This design comes from an exercise in tuning for a short achievable clock period and few clock cycles on the open sky130 flow, not from production work. In this exercise RTL edits were held to simulation tests only and were not proved equivalent to the original. Power is estimated from default activity; no workload was simulated.

==> design.v <==
module control(
	input [7:0] opcode,
	output is_li,  
	output is_mov,  
	output is_ld,  
	output is_st,  
	output is_jmp,  
	output is_add,  
	output is_sub,  
	output is_and,  
	output is_or,  
	output is_halt,  
	output write_reg  
);
assign is_li = opcode == 8'h00;
assign is_mov = opcode == 8'h01;
assign is_ld = opcode == 8'h02;
assign is_st = opcode == 8'h03;
assign is_jmp = opcode == 8'h05;
assign is_add = opcode == 8'h09;
assign is_sub = opcode == 8'h0A;
assign is_and = opcode == 8'h0B;
assign is_or = opcode == 8'h0C;
assign is_halt = opcode == 8'hFF;
assign write_reg = is_li | is_mov | is_ld | is_add | is_sub | is_and | is_or;
endmodule
module memory(
	input clk,
	input [63:0] wsel,  
	input [31:0] wdata,  
	input [63:0] fsel,  
	output [31:0] fdata,  
	output fjmp,  
	output [5:0] fidx,  
	input [63:0] lsel,  
	output [31:0] ldata,  
	output [31:0] word0  
);
wire wjmp = wdata[31:24] == 8'h05;
wire [38:0] fterm [0:63];
wire [31:0] lterm [0:63];
wire [31:0] mword [0:63];
genvar i;
generate
	for (i = 0; i < 64; i = i + 1) begin : g_word
		reg [31:0] memoria;
		reg salto;
		reg [5:0] alvo;
		always @(posedge clk) begin
			if (wsel[i]) begin
				memoria <= wdata;
				salto <= wjmp;
				alvo <= wdata[7:2] + (i + 1);
			end
		end
		assign fterm[i] = {39{fsel[i]}} & {salto, alvo, memoria};
		assign lterm[i] = {32{lsel[i]}} & memoria;
		assign mword[i] = memoria;
	end
endgenerate
reg [38:0] facc;
reg [31:0] lacc;
integer k;
always @(*) begin
	facc = 39'd0;
	lacc = 32'd0;
	for (k = 0; k < 64; k = k + 1) begin
		facc = facc | fterm[k];
		lacc = lacc | lterm[k];
	end
end
assign fdata = facc[31:0];
assign fidx = facc[37:32];
assign fjmp = facc[38];
assign ldata = lacc;
assign word0 = mword[0];
endmodule
module registradores(
	input clk,
	input rst,
	input [15:0] sel1,  
	input [15:0] sel2,  
	input [15:0] wsel,  
	input [31:0] data_reg_write,  
	input enable_write,  
	output [31:0] reg_out1,
	output [31:0] reg_out2
);
reg [15:0] valido;
reg [31:0] acc1, acc2;
wire [31:0] registro [0:15];
always @(posedge clk or posedge rst) begin
	if (rst)
		valido <= 16'd0;
	else if (enable_write)
		valido <= valido | wsel;
end
genvar i;
generate
	for (i = 0; i < 16; i = i + 1) begin : g_reg
		reg [31:0] registrador;
		always @(posedge clk) begin
			if (enable_write & wsel[i])
				registrador <= data_reg_write;
		end
		assign registro[i] = registrador;
	end
endgenerate
wire [15:0] s1 = sel1 & valido;
wire [15:0] s2 = sel2 & valido;
integer k;
always @(*) begin
	acc1 = 32'd0;
	acc2 = 32'd0;
	for (k = 0; k < 16; k = k + 1) begin
		acc1 = acc1 | ({32{s1[k]}} & registro[k]);
		acc2 = acc2 | ({32{s2[k]}} & registro[k]);
	end
end
assign reg_out1 = acc1;
assign reg_out2 = acc2;
endmodule
module ula(
	input is_add,
	input is_sub,
	input is_and,
	input is_or,
	input [31:0] A,
	input [31:0] B,
	output [31:0] out
);
wire [31:0] soma = A + B;
wire [31:0] subt = A - B;
assign out = ({32{is_add}} & soma) | ({32{is_sub}} & subt) |
             ({32{is_and}} & (A & B)) | ({32{is_or}} & (A | B));
endmodule
module top(
	input clk,
	input rst,
	output wire [31:0] debug_pc,
	output wire [31:0] debug_inst,
	output wire [31:0] debug_alu_out,
	input prog_we,  
	input [5:0] prog_addr,  
	input [31:0] prog_data,  
	output wire retire,  
	output wire halted  
);
reg pw_v;
reg [5:0] pw_a;
reg [63:0] pw_sel;
reg [31:0] pw_d;
reg [1:0] pc_p;  
reg [63:0] pc_sel;  
reg fstop;  
reg [31:0] ir_d;
reg [31:0] pc_d;  
reg v_d;
reg [15:0] sa_d, sb_d;  
reg d_li, d_mov, d_ld, d_st, d_jmp, d_add, d_sub, d_and, d_or, d_halt, d_wr;
reg v_x;
reg [31:0] ir_x, pc_x, op_a, op_b;
reg [63:0] ls_x, ss_x;  
reg [15:0] wr_x;  
reg x_li, x_mov, x_ld, x_st, x_add, x_sub, x_and, x_or, x_halt, x_wr;
reg [31:0] o_pc, o_inst, o_alu;
reg o_ret, o_halt;
wire [31:0] fw, ld_data, word0;
wire f_jmp;
wire [5:0] f_idx;
wire wr_st = v_x & x_st;
wire wr_any = wr_st | pw_v;
wire [5:0] wr_a = wr_st ? op_a[7:2] : pw_a;
wire [63:0] wr_sel = ({64{wr_st}} & ss_x) | ({64{pw_v}} & pw_sel);
wire [31:0] wr_d = wr_st ? op_b : pw_d;
memory mem_inst(
	.clk(clk),
	.wsel(wr_sel),
	.wdata(wr_d),
	.fsel(pc_sel),
	.fdata(fw),
	.fjmp(f_jmp),
	.fidx(f_idx),
	.lsel(ls_x),
	.ldata(ld_data),
	.word0(word0)
);
wire f_valid = ~fstop;
wire f_hlt = fw[31:24] == 8'hFF;
wire [2:0] f_low = fw[1:0] + pc_p;
wire [63:0] f_tsel = 64'd1 << f_idx;
wire [63:0] f_jsel = f_low[2] ? {f_tsel[62:0], f_tsel[63]} : f_tsel;
wire [63:0] f_next_sel = f_jmp ? f_jsel : {pc_sel[62:0], pc_sel[63]};
wire [1:0] f_next_p = f_jmp ? f_low[1:0] : pc_p;
wire [10:0] f_flags, w0_flags;
control control_f(
	.opcode(fw[31:24]),
	.is_li(f_flags[0]), .is_mov(f_flags[1]), .is_ld(f_flags[2]), .is_st(f_flags[3]),
	.is_jmp(f_flags[4]), .is_add(f_flags[5]), .is_sub(f_flags[6]), .is_and(f_flags[7]),
	.is_or(f_flags[8]), .is_halt(f_flags[9]), .write_reg(f_flags[10])
);
control control_w0(
	.opcode(word0[31:24]),
	.is_li(w0_flags[0]), .is_mov(w0_flags[1]), .is_ld(w0_flags[2]), .is_st(w0_flags[3]),
	.is_jmp(w0_flags[4]), .is_add(w0_flags[5]), .is_sub(w0_flags[6]), .is_and(w0_flags[7]),
	.is_or(w0_flags[8]), .is_halt(w0_flags[9]), .write_reg(w0_flags[10])
);
wire [31:0] dw = rst ? word0 : fw;
wire [10:0] nf = rst ? w0_flags : f_flags;
wire [15:0] n_sa = rst ? (16'd1 << word0[23:20]) : (16'd1 << fw[23:20]);
wire [15:0] n_sb = rst ? (16'd1 << word0[19:16]) : (16'd1 << fw[19:16]);
wire w0_jmp = word0[31:24] == 8'h05;
wire w0_hlt = word0[31:24] == 8'hFF;
wire w0_stale = pw_v & (pw_a == 6'd0);
wire [7:0] pc1 = w0_jmp ? 8'd4 + word0[7:0] : 8'd4;
wire [7:0] pc_start = w0_stale ? 8'd0 : pc1;
wire hit_d = wr_any & v_d & (wr_a == pc_d[7:2]);
wire hit_f = f_valid & |(wr_sel & pc_sel);
wire [31:0] d_ext = {{16{ir_d[15]}}, ir_d[15:0]};
wire [31:0] pc_d_next = pc_d + 32'd4 + (d_jmp ? d_ext : 32'd0);
wire [31:0] rf_a, rf_b;
wire [31:0] x_res;
wire x_we = v_x & x_wr;
registradores reg_inst(
	.clk(clk),
	.rst(rst),
	.sel1(sa_d),
	.sel2(sb_d),
	.wsel(wr_x),
	.data_reg_write(x_res),
	.enable_write(x_we),
	.reg_out1(rf_a),
	.reg_out2(rf_b)
);
wire fwd_a = x_we & |(wr_x & sa_d);
wire fwd_b = x_we & |(wr_x & sb_d);
wire [31:0] d_a = fwd_a ? x_res : rf_a;
wire [31:0] d_b = fwd_b ? x_res : rf_b;
wire [31:0] alu_out;
ula ula_inst(
	.is_add(x_add), .is_sub(x_sub), .is_and(x_and), .is_or(x_or),
	.A(op_a), .B(op_b), .out(alu_out)
);
assign x_res = alu_out |
	({32{x_li}} & {{16{ir_x[15]}}, ir_x[15:0]}) |
	({32{x_mov}} & op_b) |
	({32{x_ld}} & ld_data);
always @(posedge clk) begin
	pw_v <= rst & prog_we;
	pw_a <= prog_addr;
	pw_sel <= 64'd1 << prog_addr;
	pw_d <= prog_data;
end
always @(posedge clk) begin
	if (rst) begin
		pc_p <= pc_start[1:0];
		pc_sel <= 64'd1 << pc_start[7:2];
		fstop <= ~w0_stale & w0_hlt;
		pc_d <= 32'd0;
		v_d <= ~w0_stale;
	end else if (hit_d) begin
		pc_p <= pc_d[1:0];
		pc_sel <= 64'd1 << pc_d[7:2];
		fstop <= 1'b0;
		v_d <= 1'b0;
	end else if (hit_f) begin
		v_d <= 1'b0;
		if (v_d) pc_d <= pc_d_next;
	end else begin
		if (f_valid & ~f_hlt) begin
			pc_p <= f_next_p;
			pc_sel <= f_next_sel;
		end
		if (f_valid & f_hlt) fstop <= 1'b1;
		if (v_d) pc_d <= pc_d_next;
		v_d <= f_valid;
	end
end
always @(posedge clk) begin
	if (rst | ~(hit_d | hit_f)) begin
		ir_d <= dw;
		sa_d <= n_sa;
		sb_d <= n_sb;
		{d_wr, d_halt, d_or, d_and, d_sub, d_add, d_jmp, d_st, d_ld, d_mov, d_li} <= nf;
	end
end
always @(posedge clk or posedge rst) begin
	if (rst)
		v_x <= 1'b0;
	else
		v_x <= v_d & ~hit_d;
end
always @(posedge clk) begin
	ir_x <= ir_d;
	pc_x <= pc_d;
	op_a <= d_a;
	op_b <= d_b;
	ls_x <= fwd_b ? (64'd1 << x_res[7:2]) : (64'd1 << rf_b[7:2]);
	ss_x <= fwd_a ? (64'd1 << x_res[7:2]) : (64'd1 << rf_a[7:2]);
	wr_x <= 16'd1 << ir_d[23:20];
	x_li <= d_li;
	x_mov <= d_mov;
	x_ld <= d_ld;
	x_st <= d_st;
	x_add <= d_add;
	x_sub <= d_sub;
	x_and <= d_and;
	x_or <= d_or;
	x_halt <= d_halt;
	x_wr <= d_wr;
end
always @(posedge clk) begin
	o_pc <= pc_x;
	o_inst <= ir_x;
	o_alu <= alu_out;
end
always @(posedge clk or posedge rst) begin
	if (rst) begin
		o_ret <= 1'b0;
		o_halt <= 1'b0;
	end else begin
		o_ret <= v_x & ~x_halt;
		o_halt <= o_halt | (v_x & x_halt);
	end
end
assign debug_pc = o_pc;
assign debug_inst = o_inst;
assign debug_alu_out = o_alu;
assign retire = o_ret;
assign halted = o_halt;
endmodule
==> flow/run.sh <==
#!/bin/bash
set -euo pipefail
cd "$(dirname "$0")/.."
bash standard.sh SETUP_SLACK_MARGIN=9 finish > make_finish.log 2>&1
==> standard.sh <==
#!/bin/bash
# synth_recipe.tcl (not shown) runs the flow's synth.tcl, then flattens the netlist and writes it again
# the make line also repeats each setting of config.mk as NAME=value (left out here)
make -C /OpenROAD-flow-scripts/flow DESIGN_CONFIG=/design/flow/config.mk WORK_HOME=/design/flow/orfs CLKGATE_MAP_FILE= SYNTH_SCRIPT=/design/flow/synth_recipe.tcl "${@:-finish}"
==> config.mk <==
export PLATFORM = sky130hd
export DESIGN_NAME = top
export DESIGN_NICKNAME = top
export VERILOG_FILES = /design/flow/design.v
export SDC_FILE = /design/flow/constraint.sdc
export NUM_CORES = 4
export LEC_CHECK = 0
export ABC_CLOCK_PERIOD_IN_PS = 3500
export CAP_MARGIN = 20
export CELL_PAD_IN_SITES_DETAIL_PLACEMENT = 1
export CELL_PAD_IN_SITES_GLOBAL_PLACEMENT = 2
export CORE_MARGIN = 2
export CORE_UTILIZATION = 30
export PLACE_DENSITY = 0.45
export SETUP_SLACK_MARGIN = 5
export SLEW_MARGIN = 20
==> constraint.sdc <==
create_clock -name core_clock -period 12.5 [get_ports {clk}]
set_input_delay 2.5000 -clock core_clock [delete_from_list [all_inputs] [get_ports {clk}]]
set_output_delay 2.5000 -clock core_clock [all_outputs]
set_load 0.01 [all_outputs]
==> results of run 1 <==
==> area by class of cell <==
class	count	share of cell area, %
clock buffer	545	5.82
antenna	357	0.448
timing repair inverter	4	0.0151
sequential	3620	52.1
multi-input combinational	5669	25.5
inverter	208	0.466
timing repair buffer	1708	10.2
clock inverter	235	1.31
tap	6630	4.16
==> timing repair <==
item                                    in CTS  in global routing
resized for setup                         2117                686
setup buffers                              644                236
cloned                                      95                 18
pin swaps                                  294                307
endpoints found under the setup margin    3346               1048
==> worst paths after layout <==
kind	start	end	depth (start not counted)
hold / removal	ir_x[20]$_DFF_P_	o_inst[20]$_DFF_P_	0
min in group asynchronous	rst	reg_inst.valido[0]$_DFFE_PP0P_	5
hold reg to reg	ir_x[20]$_DFF_P_	o_inst[20]$_DFF_P_	0
setup reg to reg	pw_v$_DFF_P_	sa_d[3]$_SDFFCE_PP0P_	13
max in group asynchronous	rst	v_x$_DFF_PP0_	5
setup / recovery	pw_v$_DFF_P_	sa_d[3]$_SDFFCE_PP0P_	13
==> registers in the layout, indices dropped and copies added, names as in the netlist, 16 cells and up <==
signal,flops
ir_d,32
ir_x,32
ls_x,64
mem_inst.g_word.alvo,383
mem_inst.g_word.memoria,1986
mem_inst.g_word.salto,64
o_alu,32
o_inst,32
o_pc,32
op_a,32
op_b,32
pc_d,32
pc_sel,64
pc_x,32
pw_d,32
pw_sel,64
reg_inst.g.registrador,512
reg_inst.valido,16
sa_d,16
sb_d,16
ss_x,64
wr_x,16
==> stage by stage <==
step / setup slack, ps / cell area [µm²] / util (%) / hold slack, ps
finish: 7710 / 199000 / 40.3 / 307
global route: 7990 / 199000 / 40.2 / 329
CTS: 8290 / 192000 / 38.9 / 325
detailed placement: 6560 / 163000 / 33.0 / 313
global placement: 5140 / 163000 / 32.9 / 312
floorplan: 7940 / 150000 / - / 310
==> cell families (layout without fill, tap and decap cells) <==
family / Yosys count / after routing / share of synthesized area, %
AOI/OAI and AO/OA: 3686 / 3713 / 20.0
xor gates and xnor gates: 117 / 117 / 0.687
adders and majority gates: 177 / 177 / 1.51
buffers and inverters: 952 / 2700 / 2.42
DFF: 3620 / 3620 / 69.4
muxes: 67 / 67 / 0.488
other: 0 / 357 / 0
and+or+nand+nor: 1583 / 1595 / 5.51
==> metal layers <==
| metal | wire [µm] | share of wire, % | track usage [%] |
|---|---|---|---|
| met2 | 496000 | 39 | 65.1 |
| met4 | 132000 | 10 | 38.0 |
| met5 | 3630 | 0.28 | 5.29 |
| met3 | 201000 | 16 | 26.9 |
| met1 | 444000 | 35 | 56.7 |
==> report_power, final <==
group,switching (mW),leakage (nW),internal [mW]
clock,5.76,6.92,7.48
sequential,0.196,32.6,13.3
combinational,3.08,27.8,1.40
total,9.04,67.3,22.2
==> layout by cell type (no fill, tap or decap), drive strengths merged, types with 44 or more instances in the layout <==
| cell type | count |
|---|---|
| a21oi | 192 |
| a221oi | 1087 |
| a22o | 1133 |
| a22oi | 704 |
| and2 | 73 |
| buf | 1627 |
| bufinv | 45 |
| clkbuf | 562 |
| clkinv | 149 |
| dfxtp | 514 |
| diode | 357 |
| edfxtp | 3087 |
| ha | 173 |
| inv | 217 |
| mux2 | 46 |
| nand2 | 359 |
| nand2b | 45 |
| nand3 | 165 |
| nand4 | 389 |
| nor2 | 259 |
| nor3 | 85 |
| nor4 | 44 |
| o21ai | 130 |
| o22ai | 165 |
| or4 | 49 |
| xnor2 | 95 |
==> impl_metrics.json, run 1 <==
{
  "hold_violations": 0,
  "clk_latency_ps": 1160,
  "avgRoutedWirePerCell_um": 67.2,
  "place_congestion": 0.980,
  "synth_edf_count": 3087,
  "dp.cells": 16843,
  "yosys_warnings": 3,
  "grt_setup_unrepaired": "yes",
  "cts.sinks": 3620,
  "tightest_slew_ps": 1410,
  "synth.area.top_cells": "edfxtp_1 62%, dfxtp_1 6.9%, a22o_1 6.5%",
  "root_buffer": "clkbuf_16",
  "worstPathMaxFanout": 19,
  "synth_area_um2": 149000,
  "cts_tree": "built",
  "outcome": "no timing/DRC/antenna violations",
  "multi_input_area_um2": 50700,
  "core-area_um2": 494000,
  "synth_most_common_cell": "edfxtp_1",
  "setup_tns_ps": 0,
  "clock_skew_ps": 124,
  "cts-buffers-inserted": 422,
  "die_w_um": 709,
  "clk_pin_slew_worst_paths_ps": 60,
  "drt_first_iter_violations": 32576,
  "finalMaxSlewViolations": 0,
  "vias_per_cell": 7.78,
  "finalSetupViolations": 0,
  "drc": 0,
  "slew_headroom_pct": 5.74,
  "grt_pass1_vias": 127104,
  "htreeDepth": 5,
  "path_buf_inv": 7,
  "cts_hold_buffers": 0,
  "die_area_um2": 503000,
  "yosysSeqAreaShare_pct": 69.4,
  "path_cells": "buf_16, a22o_4, a22oi_2, nand4_1, nor4_4, buf_6, buf_6, a21oi_4, o21ai_4, buf_12, buf_16, buf_6, buf_16",
  "drv_cap": 0,
  "die_h_um": 709,
  "finalNonFillerCells": 18976,
  "grt_start_max_net_pins": 72,
  "total_power_mw": 31.2,
  "synth_nets": 10420,
  "drive_above_1_share_pct": 31.1,
  "dpl.hpwl_mm": 702,
  "synth_common_cells": "3087 x edfxtp_1, 1106 x a22o_1, 1086 x a221oi_1",
  "avgSynthCellArea_um2": 14.6,
  "r2r_setup_slack_ps": 7710,
  "power_leakage_nw": 67.3,
  "powerDensity_nw_per_um2": 157,
  "num-fill-cells": 48763,
  "startpoint_type": "flop",
  "cp_slowest_cell": "a22oi_2",
  "dr.pass1.iters": 13,
  "syn_to_final_growth_pct": 33.7,
  "critPathRequiredTime_ps": 13260,
  "endpoint_kind": "flop",
  "synth_top_area_share_pct": 62.2,
  "finalCritPeriodShare_pct": 38.4,
  "track_usage_pct": 48.7,
  "overflow": 0,
  "synth_flop_cell": "edfxtp_1",
  "synth_cell_type_count": 89,
  "fmaxAchievable_ghz": 0.209,
  "num_vias": 147723,
  "grt_pass1_wl_mm": 1550,
  "layout.nets": 11851,
  "synthCells": 10202,
  "antenna_found_initial": 250,
  "io_buffer_count": 138,
  "layout_min_cycle_time_ps": 4790,
  "num_io_pins": 139,
  "rows": 258,
  "synth-async-reset-ratio_pct": 0.525,
  "regArea_um2": 104000,
  "antenna_left": 0,
  "start_util_pct": 30.2,
  "synth_top_area_cell": "edfxtp_1",
  "worstSetupPathType": "reg -> reg",
  "hold_path.class": "reg -> reg",
  "ys_seq_elements": 3620,
  "wirelength_mm": 1280,
  "max_stage_delay_ps": 960,
  "crit_family": "compound AO/OA/AOI/OAI gates",
  "cp.arrival_ps": 5560,
  "peakVddDrop_uv": 120,
  "clk_path_buf_depth": 4
}
Testbench counts, summed over its fixed seeds: cycles 135,323.
==> inputs of run 2 (changes only) <==
--- a/config.mk
+++ b/config.mk
@@ -10,7 +10,7 @@
 export CELL_PAD_IN_SITES_DETAIL_PLACEMENT = 1
 export CELL_PAD_IN_SITES_GLOBAL_PLACEMENT = 2
 export CORE_MARGIN = 2
-export CORE_UTILIZATION = 30
-export PLACE_DENSITY = 0.45
+export CORE_UTILIZATION = 36
+export PLACE_DENSITY = 0.52
 export SETUP_SLACK_MARGIN = 5
 export SLEW_MARGIN = 20
==> run 2 against run 1 <==
Compared with the run above:
- largest power group unchanged
- sequential share of layout area increased by 1.3 points
- register-to-register slack improved by 700 ps
- clock skew is 7.3 ps lower
- fmax rose by 17%
- first-iteration DRC count increased by 2.8%
- highest routed layer unchanged
- the layout now fails its checks (antenna rules)
- worst setup slack gained 700 ps
- flip-flop and latch count is the same
- wire length down 7.8%
==> impl_metrics.json, run 2 <==
{
  "outcome": "failed layout checks",
  "so.violations": "antenna rules",
  "cts.sinks": 3620,
  "synth_most_common_cell": "edfxtp_1",
  "synth_nets": 10420,
  "synth_common_cells": "3087 x edfxtp_1, 1106 x a22o_1, 1086 x a221oi_1",
  "finalNonFillerCells": 17719,
  "worstSetupPathType": "reg -> reg",
  "reg2reg_from": "pc_sel[7]$_DFFE_PP_",
  "rr_worst_depth": 12,
  "powerDensity_nw_per_um2": 155,
  "worstPathMaxFanout": 24,
  "power_leakage_nw": 65.9,
  "layout_setup_ws_ps": 8410,
  "setup_tns_ps": 0,
  "layout.nets": 11750,
  "vias_per_cell": 8.38,
  "grt_setup_unrepaired": "yes",
  "yosys_warnings": 3,
  "layout_min_cycle_time_ps": 4090,
  "hold_path.class": "reg -> reg",
  "grt_pass1_wl_mm": 1450,
  "io_buffer_count": 138,
  "synth_top_area_cell": "edfxtp_1",
  "tightest_slew_ps": 1450,
  "synth_edf_count": 3087,
  "hp-start": "pc_x[19]$_DFF_P_",
  "place_area_um2": 161000,
  "dp.cells": 15626,
  "avgSynthCellArea_um2": 14.6,
  "clk_path_buf_depth": 4,
  "grt_start_max_net_pins": 73,
  "syn_to_final_growth_pct": 30.4,
  "synth_flop_cell": "edfxtp_1",
  "drive_above_1_share_pct": 29.8,
  "grt_pass1_vias": 126542,
  "whs_endpoint": "o_pc[19]$_DFF_P_",
  "overflow": 0,
  "num-fill-cells": 39682,
  "hold_violations": 0,
  "antenna_left": 6,
  "cts_tree": "built",
  "largest_reg_flops": 1986,
  "synth.area.top_cells": "edfxtp_1 62%, dfxtp_1 6.9%, a22o_1 6.5%",
  "r2r_setup_slack_ps": 8410,
  "cts-buffers-inserted": 410,
  "die_w_um": 647,
  "finalMaxSlewViolations": 0,
  "die_h_um": 647,
  "drt_first_iter_violations": 33502,
  "finalSetupViolations": 0,
  "post-place-ws_ps": 6390,
  "wirelength_mm": 1180,
  "yosysSeqAreaShare_pct": 69.4,
  "cp-startpoint": "pc_sel[7]$_DFFE_PP_",
  "hold_depth": 0,
  "largest-register": "mem_inst.g_word.memoria",
  "antenna_found_initial": 200,
  "root_buffer": "clkbuf_16",
  "clk_pin_slew_worst_paths_ps": 60,
  "peakVddDrop_uv": 129,
  "clk_latency_ps": 1110,
  "synthCells": 10202,
  "die_area_um2": 419000,
  "dpl.hpwl_mm": 647,
  "holdWs_ps": 313,
  "cp.arrival_ps": 4850,
  "ys_seq_elements": 3620,
  "rows": 236,
  "critPathRequiredTime_ps": 13260,
  "avgRoutedWirePerCell_um": 66.4,
  "r2r_end": "pc_sel[28]$_DFFE_PP_",
  "layout_commonest_cell": "edfxtp_1",
  "final_area_um2": 194000,
  "dr.pass1.iters": 11,
  "synth_area_um2": 149000,
  "place_congestion": 1.01,
  "htreeDepth": 5,
  "drv_cap": 0,
  "fmaxAchievable_ghz": 0.244,
  "clock_skew_ps": 116,
  "num_io_pins": 139,
  "synth-async-reset-ratio_pct": 0.525,
  "startpoint_type": "flop",
  "mostFrequentLayoutCells": "3087 x edfxtp_1, 1037 x a22o_1, 933 x buf_4, 911 x a221oi_1, 679 x a22oi_1",
  "start_util_pct": 36.1,
  "synth_cell_type_count": 89,
  "track_usage_pct": 54.1,
  "core-area_um2": 413000,
  "drc": 0,
  "top_regs": "mem_inst.g_word.memoria x1986, reg_inst.g.registrador x512, mem_inst.g_word.alvo x383",
  "num_vias": 148483,
  "finalCritPeriodShare_pct": 32.7,
  "slew_headroom_pct": 3.50,
  "synth_top_area_share_pct": 62.2,
  "endpoint_kind": "flop"
}
run 2: cell counts after synthesis:
Identical to the previous run, type by type.
run 2: cell families after synthesis:
family          share of synthesized area [%]
compound gates                           20.0
flops                                    69.4
simple gates                             5.51
buf+inv                                  2.42
fa+ha+maj                                1.51
xor+xnor                                0.687
mux                                     0.488
run 2: worst max path at each step:
| stage | endpoint | slack [ps] |
|---|---|---|
| finish | pc_sel[28]$_DFFE_PP_ | 8410 |
| global route | halted | 8430 |
| CTS | halted | 8430 |
| detailed placement | pc_p[0]$_DFFE_PP_ | 6390 |
| global placement | pc_p[0]$_DFFE_PP_ | 6130 |
| floorplan | mem_inst.g_word[0].memoria[0]$_DFFE_PN_ | 7940 |
run 2: report_power, final:
part | internal, mW | total, mW | switching [mW]
clock network | 7.01 | 12.5 | 5.45
registers | 13.3 | 13.5 | 0.182
logic | 1.30 | 4.21 | 2.91
total | 21.6 | 30.2 | 8.54
run 2: repair_timing:
item,CTS,global route
endpoints found under the setup margin,2392,1128
setup buffers,692,193
pin swaps,363,275
gates resized for setup,1976,608
hold buffers,0,0
cloned,66,15
run 2: routing by layer:
metal / track usage, % / up-vias / wire (µm)
met5: 9.61 / - / 5340
met4: 42.7 / 130 / 125000
met3: 33.7 / 6605 / 206000
met2: 69.8 / 19522 / 444000
met1: 62.2 / 75707 / 397000
li1: - / 46519 / -
run 2: worst max-delay path, cell delays in order, from the launching register on:
cell and delay (ps):
edfxtp_1 410, buf_12 200, buf_6 490, a221oi_1 550, nand4_1 210, or4_4 650, nand4_1 220, nor3_4 80
o21ai_4 220, buf_6 130, buf_6 130, buf_12 110, buf_16 130
run 2: layout make-up:
type | count | area, µm² | share of cell area, %
antenna | 376 | 941 | 0.484
clock buffer | 519 | 11200 | 5.78
clock inverter | 230 | 2020 | 1.04
inverter | 208 | 861 | 0.443
multi-input combinational | 5663 | 50000 | 25.7
sequential | 3620 | 104000 | 53.4
tap | 5474 | 6850 | 3.52
timing repair buffer | 1627 | 18600 | 9.59
timing repair inverter | 2 | 15.0 | 0.00772
run 2: stage by stage:
stage          util (%)  power (mW)
3_5_place_dp       39.0        16.6
4_1_cts            45.6        29.4
6_report           47.1        30.2
5_1_grt            46.9        30.3
3_3_place_gp       38.9        16.6
2_1_floorplan         -        14.9
==> inputs of run 3 (changes only) <==
==> run.sh (new file) <==
#!/bin/bash
# synth_recipe.tcl (not shown) runs the flow's synth.tcl, then flattens the netlist and writes it again
# the make line also repeats each setting of config.mk as NAME=value (left out here)
make -C /OpenROAD-flow-scripts/flow DESIGN_CONFIG=/design/flow/config.mk WORK_HOME=/design/flow/orfs CLKGATE_MAP_FILE= SYNTH_SCRIPT=/design/flow/synth_recipe.tcl finish
--- a/config.mk
+++ b/config.mk
@@ -10,7 +10,7 @@
 export CELL_PAD_IN_SITES_DETAIL_PLACEMENT = 1
 export CELL_PAD_IN_SITES_GLOBAL_PLACEMENT = 2
 export CORE_MARGIN = 2
-export CORE_UTILIZATION = 36
-export PLACE_DENSITY = 0.52
+export CORE_UTILIZATION = 25
+export PLACE_DENSITY = 0.35
 export SETUP_SLACK_MARGIN = 5
 export SLEW_MARGIN = 20
removed: flow/run.sh
removed: standard.sh
==> run 3 against run 2 <==
Compared with the run above:
- now clean on timing, DRC and antenna
- global-route usage down 14 points
- clock power up about 10%
- sequential share of layout area up 4.3 points
- worst hold slack better by 12 ps
- die area up 44%
- combinational power down 22%
- critical endpoint is now pc_p[1]$_DFFE_PP_
==> impl_metrics.json, run 3 <==
{
  "crit_top_cell": "buf_4",
  "dpl.hpwl_mm": 767,
  "synth_flop_cell": "edfxtp_1",
  "wl_met2_mm": 540,
  "switchingPower_mw": 8.65,
  "post_cts_resized": 0,
  "layout.nets": 10920,
  "swShare_pct": 28.3,
  "grt_start_max_net_pins": 71,
  "finalCritPeriodShare_pct": 51.6,
  "core-area_um2": 594000,
  "cp.arrival_ps": 7200,
  "grt_setup_unrepaired": "no",
  "worstSetupPathType": "reg -> reg",
  "p_int_mw": 21.9,
  "peakVddDrop_uv": 119,
  "post_cts_buffers": 0,
  "fmaxAchievable_ghz": 0.155,
  "layout_commonest_cell": "edfxtp_1",
  "r2r_end": "pc_p[1]$_DFFE_PP_",
  "cts-buffers-inserted": 448,
  "die_area_um2": 602000,
  "cp_slowest_cell": "a22oi_1",
  "die_h_um": 776,
  "largest_reg_flops": 1986,
  "tightest_slew_ps": 1380,
  "synth_area_um2": 149000,
  "clk_path_buf_depth": 4,
  "total_power_mw": 30.6,
  "clk_latency_ps": 1090,
  "grt_pass1_wl_mm": 1520,
  "finalSetupViolations": 0,
  "drt_first_iter_violations": 25933,
  "synth_edf_count": 3087,
  "start_util_pct": 25.1,
  "wl_met3_mm": 131,
  "r2r_setup_slack_ps": 6050,
  "top_regs": "mem_inst.g_word.memoria x1986, reg_inst.g.registrador x512, mem_inst.g_word.alvo x383",
  "drc": 0,
  "root_buffer": "clkbuf_16",
  "synth_most_common_cell": "edfxtp_1",
  "largest-register": "mem_inst.g_word.memoria",
  "final_area_um2": 180000,
  "num_vias": 131536,
  "antenna_left": 0,
  "topRoutingLayerUsed": "met5",
  "io_buffer_count": 138,
  "synth.area.top_cells": "edfxtp_1 62%, dfxtp_1 6.9%, a22o_1 6.5%",
  "htreeDepth": 5,
  "avgRoutedWirePerCell_um": 64.9,
  "num_io_pins": 139,
  "grt_pass1_vias": 121785,
  "slew_headroom_pct": 7.75,
  "dr.pass1.iters": 8,
  "ys_seq_elements": 3620,
  "seqPwrFrac_pct": 44.3,
  "reg2reg_from": "v_x$_DFF_PP0_",
  "overflow": 0,
  "critPathRequiredTime_ps": 13250,
  "wl_met1_mm": 480,
  "rows": 283,
  "power_leakage_nw": 58.9,
  "hold_violations": 0,
  "cts_tree": "built",
  "synth_cell_type_count": 89,
  "drive_above_1_share_pct": 15.2,
  "synth_top_area_cell": "edfxtp_1",
  "clk_pin_slew_worst_paths_ps": 60,
  "power_frac_comb_pct": 10.7,
  "layout_min_cycle_time_ps": 6450,
  "outcome": "no timing/DRC/antenna violations",
  "clock_skew_ps": 70.8,
  "powerDensity_nw_per_um2": 170,
  "worstPathMaxFanout": 65,
  "holdWs_ps": 326,
  "cts_hold_buffers": 0,
  "num-fill-cells": 61928,
  "track_usage_pct": 39.6,
  "place_congestion": 0.911,
  "max_stage_delay_ps": 1050,
  "hold_depth": 0,
  "endpoint_kind": "flop",
  "synthCells": 10202,
  "drv_cap": 0,
  "yosysSeqAreaShare_pct": 69.4,
  "mostFrequentLayoutCells": "3087 x edfxtp_1, 1085 x a221oi_1, 1042 x a22o_1, 704 x a22oi_1, 623 x buf_4",
  "synth_nets": 10420,
  "cts.sinks": 3620,
  "synth_common_cells": "3087 x edfxtp_1, 1106 x a22o_1, 1086 x a221oi_1",
  "hp-start": "pc_x[0]$_DFF_P_",
  "avgSynthCellArea_um2": 14.6,
  "syn_to_final_growth_pct": 20.5,
  "die_w_um": 776,
  "antenna_found_initial": 232,
  "synth-async-reset-ratio_pct": 0.525,
  "setup_tns_ps": 0,
  "vias_per_cell": 6.89,
  "yosys_warnings": 3,
  "path_cells": "buf_4, and2_4, buf_4, a22o_4, a22oi_1, nand4_1, nor4_2, buf_4, nand3b_1, o21ai_4, buf_4, nor2b_1",
  "synth_top_area_share_pct": 62.2,
  "whs_endpoint": "o_pc[0]$_DFF_P_",
  "place_area_um2": 164000,
  "clkPwrFrac_pct": 45.0,
  "hold_path.class": "reg -> reg",
  "startpoint_type": "flop",
  "finalMaxSlewViolations": 0,
  "wirelength_mm": 1240,
  "rr_worst_depth": 12
}
run 3: how the worst max path moves through the flow:
stage	from	to	cells past startpoint
floorplan	rst	d_add$_DFFE_PP_	6
global placement	v_x$_DFF_PP0_	pc_p[0]$_DFFE_PP_	12
detailed placement	v_x$_DFF_PP0_	pc_p[0]$_DFFE_PP_	12
CTS	v_x$_DFF_PP0_	pc_p[1]$_DFFE_PP_	12
global route	v_x$_DFF_PP0_	pc_p[1]$_DFFE_PP_	12
finish	v_x$_DFF_PP0_	pc_p[1]$_DFFE_PP_	12
run 3: layout make-up:
class	instances	area [µm²]	area share, %
clock buffer	561	12100	6.73
clock inverter	265	2890	1.61
timing repair buffer	794	6700	3.73
tap	7837	9810	5.46
multi-input combinational	5630	43200	24.1
inverter	208	787	0.438
sequential	3620	104000	57.7
antenna	188	470	0.262
run 3: through the flow:
step	instances	worst slack [ps]	util, %
floorplan	10202	5560	-
global placement	18080	6150	27.6
detailed placement	18089	6130	27.6
CTS	18915	6150	30.2
global route	18976	6140	30.2
finish	19103	6050	30.2
run 3: routing by layer:
layer	vias up	global-route usage [%]
li1	44404	-
met1	71038	50.5
met2	12563	59.8
met3	3471	10.8
met4	60	24.6
met5	-	0
run 3: worst max-delay path, delay by kind of cell, from the launching register on:
| family | cells | cell delay (ps) |
|---|---|---|
| buf+inv | 4 | 1660 |
| flops | 1 | 360 |
| simple gates | 5 | 1840 |
| compound gates | 3 | 2020 |
run 3: cells by family (layout without fill, tap and decap cells):
family                   count (synthesis)  in the layout  share of synthesized area [%]
AO/OA/AOI/OAI                         3686           3686                           20.0
flip-flops                            3620           3620                           69.4
XOR/XNOR                               117            117                          0.687
other                                    0            188                              0
adder cells (fa/ha/maj)                177            177                           1.51
buffers and inverters                  952           1828                           2.42
multiplexers                            67             67                          0.488
AND/OR/NAND/NOR                       1583           1583                           5.51
run 3: power groups by stage:
stage | Clock (mW) | Combinational [mW] | Sequential, mW
detailed placement | 0 | 3.12 | 13.8
floorplan | 0 | 1.23 | 13.7
finish | 13.8 | 3.27 | 13.5
CTS | 13.9 | 3.13 | 13.5
global placement | 0 | 3.12 | 13.8
global route | 14.3 | 3.25 | 13.5
==> inputs of run 4 (changes only) <==
--- a/design.v
+++ b/design.v
@@ -152,6 +152,7 @@
 reg [31:0] pw_d;
 reg [1:0] pc_p;  
 reg [63:0] pc_sel;  
+reg [5:0] pc_w;  
 reg fstop;  
 reg [31:0] ir_d;
 reg [31:0] pc_d;  
@@ -192,6 +193,7 @@
 wire [63:0] f_jsel = f_low[2] ? {f_tsel[62:0], f_tsel[63]} : f_tsel;
 wire [63:0] f_next_sel = f_jmp ? f_jsel : {pc_sel[62:0], pc_sel[63]};
 wire [1:0] f_next_p = f_jmp ? f_low[1:0] : pc_p;
+wire [5:0] f_next_w = f_jmp ? f_idx + f_low[2] : pc_w + 6'd1;
 wire [10:0] f_flags, w0_flags;
 control control_f(
 	.opcode(fw[31:24]),
@@ -215,7 +217,7 @@
 wire [7:0] pc1 = w0_jmp ? 8'd4 + word0[7:0] : 8'd4;
 wire [7:0] pc_start = w0_stale ? 8'd0 : pc1;
 wire hit_d = wr_any & v_d & (wr_a == pc_d[7:2]);
-wire hit_f = f_valid & |(wr_sel & pc_sel);
+wire hit_f = wr_any & f_valid & (wr_a == pc_w);
 wire [31:0] d_ext = {{16{ir_d[15]}}, ir_d[15:0]};
 wire [31:0] pc_d_next = pc_d + 32'd4 + (d_jmp ? d_ext : 32'd0);
 wire [31:0] rf_a, rf_b;
@@ -254,12 +256,14 @@
 always @(posedge clk) begin
 	if (rst) begin
 		pc_p <= pc_start[1:0];
+		pc_w <= pc_start[7:2];
 		pc_sel <= 64'd1 << pc_start[7:2];
 		fstop <= ~w0_stale & w0_hlt;
 		pc_d <= 32'd0;
 		v_d <= ~w0_stale;
 	end else if (hit_d) begin
 		pc_p <= pc_d[1:0];
+		pc_w <= pc_d[7:2];
 		pc_sel <= 64'd1 << pc_d[7:2];
 		fstop <= 1'b0;
 		v_d <= 1'b0;
@@ -269,6 +273,7 @@
 	end else begin
 		if (f_valid & ~f_hlt) begin
 			pc_p <= f_next_p;
+			pc_w <= f_next_w;
 			pc_sel <= f_next_sel;
 		end
 		if (f_valid & f_hlt) fstop <= 1'b1;
==> flow/run.sh (new file) <==
#!/bin/bash
set -euo pipefail
cd "$(dirname "$0")/.."
bash standard.sh SETUP_SLACK_MARGIN=9 cts > make_cts.log 2>&1
bash standard.sh finish > make_finish.log 2>&1
==> standard.sh (new file) <==
#!/bin/bash
# synth_recipe.tcl (not shown) runs the flow's synth.tcl, then flattens the netlist and writes it again
# the make line also repeats each setting of config.mk as NAME=value (left out here)
make -C /OpenROAD-flow-scripts/flow DESIGN_CONFIG=/design/flow/config.mk WORK_HOME=/design/flow/orfs CLKGATE_MAP_FILE= SYNTH_SCRIPT=/design/flow/synth_recipe.tcl "${@:-finish}"
--- a/config.mk
+++ b/config.mk
@@ -10,7 +10,7 @@
 export CELL_PAD_IN_SITES_DETAIL_PLACEMENT = 1
 export CELL_PAD_IN_SITES_GLOBAL_PLACEMENT = 2
 export CORE_MARGIN = 2
-export CORE_UTILIZATION = 25
-export PLACE_DENSITY = 0.35
+export CORE_UTILIZATION = 30
+export PLACE_DENSITY = 0.45
 export SETUP_SLACK_MARGIN = 5
 export SLEW_MARGIN = 20
removed: run.sh
==> run 4 against run 3 <==
Compared with the run above:
- the layout now fails its checks (antenna rules)
- largest power group is now sequential cells
- synthesized cell count increased by 1.2%
- via count increased by 7.9%
- utilization increased by 8.9 points
- cell count decreased by 1.9%
- wire length decreased by 2.2%
- highest routed layer unchanged
- global-route usage increased by 6.4 points
- sequential share of layout area decreased by 4.4 points
- critical path depth decreased by 1
- largest cell class unchanged
- critical path type unchanged
- die area decreased by 16%
- non-clock buffer count increased by 670
- first-iteration DRC count increased by 15%
==> impl_metrics.json, run 4 <==
{
  "outcome": "failed layout checks",
  "so.violations": "antenna rules",
  "crit_top_cell": "buf_12",
  "p_int_mw": 20.8,
  "synth_common_cells": "3093 x edfxtp_1, 1104 x a22o_1, 1041 x a221oi_1",
  "cts_tree": "built",
  "finalMaxSlewViolations": 0,
  "synth.area.top_cells": "edfxtp_1 62%, dfxtp_1 6.9%, a22o_1 6.4%",
  "drive_above_1_share_pct": 27.3,
  "grt_pass1_wl_mm": 1500,
  "synthCells": 10324,
  "synth_area_um2": 150000,
  "cts-buffers-inserted": 428,
  "overflow": 0,
  "startpoint_type": "flop",
  "worstPathMaxFanout": 15,
  "grt_pass1_vias": 126157,
  "yosys_warnings": 3,
  "hold_path.class": "reg -> reg",
  "synth_edf_count": 3093,
  "wirelength_mm": 1210,
  "yosysSeqAreaShare_pct": 69.1,
  "synth_top_area_share_pct": 61.9,
  "multi_input_area_um2": 49300,
  "dpl.hpwl_mm": 681,
  "clock_skew_ps": 118,
  "mostFrequentLayoutCells": "3093 x edfxtp_1, 1033 x a22o_1, 881 x a221oi_1, 694 x buf_4, 667 x a22oi_1",
  "clkPwrFrac_pct": 45.5,
  "die_area_um2": 505000,
  "grt_setup_unrepaired": "no",
  "synth_most_common_cell": "edfxtp_1",
  "io_buffer_count": 138,
  "swShare_pct": 25.8,
  "synth_top_area_cell": "edfxtp_1",
  "tightest_slew_ps": 1350,
  "ys_seq_elements": 3626,
  "num_io_pins": 139,
  "clk_path_buf_depth": 4,
  "drv_cap": 0,
  "worstSetupPathType": "reg -> reg",
  "finalCritPeriodShare_pct": 35.8,
  "final_core_util_pct": 39.2,
  "layout.nets": 11720,
  "start_util_pct": 30.1,
  "synth-async-reset-ratio_pct": 0.524,
  "seqPwrFrac_pct": 47.1,
  "synth_cell_type_count": 95,
  "num-fill-cells": 49667,
  "num_vias": 141927,
  "cts_hold_buffers": 0,
  "antenna_left": 4,
  "crit_family": "compound AO/OA/AOI/OAI gates",
  "layout_min_cycle_time_ps": 4480,
  "antenna_found_initial": 185,
  "clk_latency_ps": 1090,
  "place_congestion": 0.965,
  "hold_violations": 0,
  "cp_slowest_cell": "or4_4",
  "core-area_um2": 498000,
  "track_usage_pct": 46.1,
  "layout_commonest_cell": "edfxtp_1",
  "fmaxAchievable_ghz": 0.223,
  "grt_start_max_net_pins": 71,
  "syn_to_final_growth_pct": 30.0,
  "htreeDepth": 5,
  "largest_reg_flops": 1986,
  "critPathRequiredTime_ps": 13400,
  "die_h_um": 711,
  "slew_headroom_pct": 9.78,
  "power_leakage_nw": 65.4,
  "drc": 0,
  "max_stage_delay_ps": 740,
  "regArea_um2": 104000,
  "setup_tns_ps": 0,
  "cts.sinks": 3626,
  "root_buffer": "clkbuf_16",
  "clk_pin_slew_worst_paths_ps": 70,
  "rows": 259,
  "synth_nets": 10544,
  "drt_first_iter_violations": 29755,
  "avgRoutedWirePerCell_um": 64.7,
  "vias_per_cell": 7.57,
  "synth_flop_cell": "edfxtp_1",
  "largest-register": "mem_inst.g_word.memoria",
  "die_w_um": 711,
  "powerDensity_nw_per_um2": 144,
  "path_cells": "buf_12, buf_12, a221oi_2, nand4_1, or4_4, a222oi_1, o211ai_4, buf_12, nand2b_4, or3_4, o22ai_4",
  "power_frac_comb_pct": 7.4,
  "final_area_um2": 195000,
  "switchingPower_mw": 7.26,
  "place_area_um2": 164000,
  "dr.pass1.iters": 7,
  "cp.arrival_ps": 5380,
  "path_buf_inv": 3,
  "peakVddDrop_uv": 128,
  "finalSetupViolations": 0,
  "top_regs": "mem_inst.g_word.memoria x1986, reg_inst.g.registrador x512, mem_inst.g_word.alvo x383",
  "endpoint_kind": "flop",
  "avgSynthCellArea_um2": 14.5
}
-- run 4: cell count changes after synthesis, moves of 21 or more --
cell,delta
nor2_1,+21
buf_2,+32
a22oi_1,-22
nand2_1,+46
o22ai_1,-51
a221oi_1,-45
o31ai_1,+25
o21ai_0,+24
-- run 4: worst register-to-register path: stages (launching register included) --
cell and delay [ps]:
dfxtp_4 440, buf_12 230, buf_12 210, a221oi_2 410, nand4_1 130, or4_4 740
a222oi_1 580, o211ai_4 240, buf_12 240, nand2b_4 170, or3_4 470, o22ai_4 460
-- run 4: timing repair --
| item | CTS | global route |
|---|---|---|
| setup buffers | 696 | 0 |
| resized for setup | 2361 | 0 |
| setup endpoints to repair | 3723 | 0 |
-- run 4: through the flow --
step                instances  hold WS (ps)  total power, mW  worst slack (ps)
finish                  18737           304             28.1              8020
global route            18550           317             28.4              8120
CTS                     18522           306             27.9              8370
detailed placement      16933           313             15.0              6360
global placement        16926           310             15.0              6410
floorplan               10324           310             14.1              8060
-- run 4: area by class of cell --
type,count,share of cell area (%)
sequential,3626,53.4
inverter,216,0.467
clock inverter,234,1.13
antenna,212,0.272
clock buffer,566,5.91
multi-input combinational,5758,25.3
tap,6655,4.27
timing repair buffer,1464,9.25
timing repair inverter,6,0.0276
-- run 4: cell families after synthesis --
logic type	count (synthesis)	share of synthesized area (%)
compound gates	3692	19.9
xor+xnor	120	0.701
fa+ha+maj	179	1.51
buf+inv	975	2.52
flops	3626	69.1
mux	61	0.440
simple gates	1671	5.77
-- run 4: worst paths after layout --
path	start	to	cells after the start	slack [ps]
setup reg to reg	ls_x[29]$_DFF_P_	ls_x[19]$_DFF_P_	11	8020
hold reg to reg	d_mov$_DFFE_PP_	x_mov$_DFF_P_	0	300
hold / removal	d_mov$_DFFE_PP_	x_mov$_DFF_P_	0	300
max in group asynchronous	rst	o_halt$_DFF_PP0_	5	9970
min in group asynchronous	rst	reg_inst.valido[2]$_DFFE_PP0P_	5	2390
setup / recovery	ls_x[29]$_DFF_P_	ls_x[19]$_DFF_P_	11	8020
-- run 4: routing by layer --
| metal | routed length, µm | GRT usage [%] | share of wire [%] |
|---|---|---|---|
| met3 | 182000 | 21.0 | 15 |
| met5 | 973 | 0.481 | 0.080 |
| met4 | 115000 | 33.9 | 9.5 |
| met1 | 435000 | 56.2 | 36 |
| met2 | 479000 | 63.5 | 39 |
-- run 4: power groups by stage --
stage	registers [mW]	clock network (mW)	logic, mW
after floorplan	13.5	0	0.619
after global placement	13.5	0	1.48
after detailed placement	13.5	0	1.48
after CTS	13.2	12.8	1.91
after global routing	13.2	13.2	2.00
final	13.2	12.8	2.07
Testbench counts of run 4, summed over its fixed seeds: cycles 135,323.

-- static timing again, ports no longer ideal --
The flow's constraints put no driver on any port. The routed layouts listed below were extracted and timed again, unchanged, in two steps.
Step 1 (the two cells are an assumption about what drives the block):
set clk [get_ports {clk}]
set_driving_cell -lib_cell sky130_fd_sc_hd__clkbuf_16 $clk
set_driving_cell -lib_cell sky130_fd_sc_hd__buf_2 [delete_from_list [all_inputs] $clk]
Step 2 times the ports against the registers' clock, not the clock port: input delays grow and output delays shrink by t, the midpoint of the rising clock arrivals with the driver on.
Slacks: ideal ports / drivers / drivers and shift; pairs: ideal ports / drivers.
| run | shift t [ns] | setup slack, ns | cell pins on the clock port's net |
|---|---|---|---|
| run 1 | 1.222 | 7.705 / 7.705 / 7.593 | 1 |
| run 2 | 1.175 | 8.408 / 8.346 / 7.407 | 1 |
| run 3 | 1.179 | 6.055 / 6.055 / 6.055 | 1 |
| run 4 | 1.163 | 8.021 / 8.021 / 7.382 | 1 |
For run 2, which loses most, drivers alone change the setup slack by -0.062 ns; drivers and shift together by -1.001 ns.
